This design comes from an exercise in tuning for small area and a short achievable clock period on the open sky130 flow, not from production work.
Function was checked by simulation only, so behaviour that the tests miss may differ from the original.
Power figures rest on the tool's default switching activity, not on a simulated workload.

// tomasulo_backend
module tomasulo_backend (
   input                Clk,
   input                Rst,
   input       [ 4:0]   Dispatch_Rd_Tag,
   input       [31:0]   Dispatch_Rs_Data,
   input       [ 4:0]   Dispatch_Rs_Tag,
   input                Dispatch_Rs_Data_Val,
   input       [31:0]   Dispatch_Rt_Data,
   input       [ 4:0]   Dispatch_Rt_Tag,
   input                Dispatch_Rt_Data_Val,
   input       [ 3:0]   Dispatch_Opcode_Int,
   input       [ 4:0]   Dispatch_Shfamt_Int,
   input                Dispatch_Opcode_LS,
   input       [15:0]   Dispatch_Imm_LS,
   input                Dispatch_Enable_Int0,
   input                Dispatch_Enable_Int1,
   input                Dispatch_Enable_Mult,
   input                Dispatch_Enable_LS,
   output               IssueQueInt0_Full,
   output               IssueQueInt1_Full,
   output               IssueQueMult_Full,
   output               IssueQueLS_Full,
   output      [ 4:0]   CDB_Tag,
   output      [31:0]   CDB_Data,
   output               CDB_Valid,
   output               CDB_Branch,
   output               CDB_Branch_Taken,
   input                RB_Store_Ready,
   input                RB_Flush_Valid,
   output               ALU0_Overflow,
   output               ALU0_Carry_Out,
   output               ALU1_Overflow,
   output               ALU1_Carry_Out
);
clock: 28.0 ns
lec_check: 0
cap_margin: 10
core_margin: 2
core_utilization: 65
gpl_timing_driven: 0
slew_margin: 10
synth_hierarchical: 1
synth_minimum_keep_size: 9000
standard.sh (not shown) runs the stock make flow with config.mk's settings and CLKGATE_MAP_FILE= SYNTH_SCRIPT=/design/flow/synth_recipe.tcl, a recipe that flattens the netlist after the stock synthesis.
==> flow/flow/run.sh <==
#!/bin/bash
# The standard layout (standard.sh, with its synthesis unchanged), with:
#  - timing repair aimed at a setup target tighter than the clock period,
#  - buf_4 cells as the port buffers,
set -euo pipefail
bash standard.sh \
  SETUP_SLACK_MARGIN=17 \
  "BUFFER_PORTS_ARGS=-buffer_cell sky130_fd_sc_hd__buf_4" \
  "CTS_ARGS=-sink_clustering_enable -repair_clock_nets -dont_use_dummy_load -sink_clustering_size 20 -buf_list {sky130_fd_sc_hd__clkbuf_4 sky130_fd_sc_hd__clkbuf_8}" \
  finish > make_finish.log 2>&1
The starting point ran to the end with violations: capacitance limit, slew limit.
Edit:
--- a/flow/flow/run.sh
+++ b/flow/flow/run.sh
@@ -8,3 +8,3 @@
   "BUFFER_PORTS_ARGS=-buffer_cell sky130_fd_sc_hd__buf_4" \
-  "CTS_ARGS=-sink_clustering_enable -repair_clock_nets -dont_use_dummy_load -sink_clustering_size 20 -buf_list {sky130_fd_sc_hd__clkbuf_4 sky130_fd_sc_hd__clkbuf_8}" \
+  "CTS_ARGS=-sink_clustering_enable -repair_clock_nets -dont_use_dummy_load -sink_clustering_size 30 -sink_clustering_max_diameter 40 -buf_list {sky130_fd_sc_hd__clkbuf_8}" \
   finish > make_finish.log 2>&1
- CAP_MARGIN: 10 -> 20
- CORE_UTILIZATION: 65 -> 68
- GPL_TIMING_DRIVEN: 0 -> unset
- SLEW_MARGIN: 10 -> 20
Result:
- With this change the flow completed with no timing, DRC or antenna violations
- setup slack is about the same
- combinational power went down by about 10%
- routed wire length went down by about 20%
Edit:
--- a/flow/flow/run.sh
+++ b/flow/flow/run.sh
@@ -8,3 +8,3 @@
   "BUFFER_PORTS_ARGS=-buffer_cell sky130_fd_sc_hd__buf_4" \
-  "CTS_ARGS=-sink_clustering_enable -repair_clock_nets -dont_use_dummy_load -sink_clustering_size 30 -sink_clustering_max_diameter 40 -buf_list {sky130_fd_sc_hd__clkbuf_8}" \
+  "CTS_ARGS=-sink_clustering_enable -repair_clock_nets -dont_use_dummy_load -sink_clustering_size 20 -buf_list {sky130_fd_sc_hd__clkbuf_4 sky130_fd_sc_hd__clkbuf_8}" \
   finish > make_finish.log 2>&1
- CORE_UTILIZATION: 68 -> 65
The changed run passed the timing, design-rule and antenna checks.
Worst hold slack gets worse by 51 ps.
Wire length came out higher by 1.2%.
Via count is lower by 0.41%.
Non-clock buffer count increases by 49.
Count of clock-buffer cells in the layout rose by 69.
Area after synthesis does not change.
Total power goes up by 0.50%.

* * *

## v6
tomasulo_backend, a different RTL version from the one above (not shown whole).
For scale: about 12000 cells after synthesis, ~2200 flip-flops, ~0.12 mm² of cells after synthesis.
export LEC_CHECK = 0
export CAP_MARGIN = 20
export CORE_MARGIN = 2
export CORE_UTILIZATION = 35
export SLEW_MARGIN = 20
create_clock -name core_clock -period 28.0 [get_ports {Clk}]
run.sh (not shown) runs the stock make flow with config.mk's settings and CLKGATE_MAP_FILE= SYNTH_SCRIPT=/design/flow/synth_recipe.tcl, a recipe that flattens the netlist after the stock synthesis.
Stock flow here: none of the scripts above is used.
Inputs modified between v6 and v7:
Settings: CORE_UTILIZATION now 50, was 35.
==> flow/flow/run.sh (new file) <==
#!/bin/bash
set -euo pipefail
bash standard.sh \
  SETUP_SLACK_MARGIN=16 \
  "BUFFER_PORTS_ARGS=-buffer_cell sky130_fd_sc_hd__buf_4" \
  finish > make_finish.log 2>&1
==> flow/standard.sh (new file) <==
#!/bin/bash
# synth_recipe.tcl (not shown) runs the flow's synth.tcl, then flattens the netlist and writes it again
# the make line also repeats each setting of config.mk as NAME=value (left out here)
make -C /OpenROAD-flow-scripts/flow DESIGN_CONFIG=/design/flow/config.mk WORK_HOME=/design/flow/orfs CLKGATE_MAP_FILE= SYNTH_SCRIPT=/design/flow/synth_recipe.tcl "${@:-finish}"
removed: flow/run.sh
Notes after the runs:
- Detailed-route vias per instance: lower on v6
- Going from v6 to v7, clock buffer and inverter area fraction after layout ~0 delta, fraction of met2 tracks used by global routing +17 points, met1 usage in global routing +16 points.
- The final weighted congestion in routability-driven placement was comparable across v6 and v7.
- Via count: v7 higher than v6
- [compare] base=v6 new=v7: net count reported at finish shows an increase of about 0.7%, peak clock frequency supported by timing shows an increase of 14%.

separate check: timing with driven ports:
No port has a modelled driver above. Below, the same layouts with a new extraction and two added sets of constraints.
Step 1 assumes that a clkbuf_16 drives the clock port and a buf_2 every other input.
Step 2, shift: input delay + t, output delay - t, t = (earliest + latest rising clock arrival at the registers) / 2. This alone moves slack from input paths to output paths.
a / b / c = ideal ports / drivers / drivers and shift; a / b = the first two.
run	t, ns	setup slack, ns	latest minus earliest clock arrival (ns)	worst register clock-pin slew, ns	pins driven straight from the clock port
the first run of note 1	1.205	16.291 / 16.227 / 15.701	0.144 / 0.144	0.08 / 0.08	1
the second run of note 1	1.147	16.288 / 16.108 / 15.766	0.137 / 0.137	0.10 / 0.10	1
the third run of note 1	1.185	16.271 / 16.101 / 15.714	0.115 / 0.115	0.07 / 0.07	1
v6	1.029	13.611 / 13.491 / 13.483	0.077 / 0.078	0.07 / 0.07	1
v7	0.972	15.420 / 15.338 / 15.002	0.163 / 0.163	0.07 / 0.07	1
The setup slack of the first run of note 1, which loses most, moves by -0.064 ns with the drivers and by -0.590 ns with both steps.
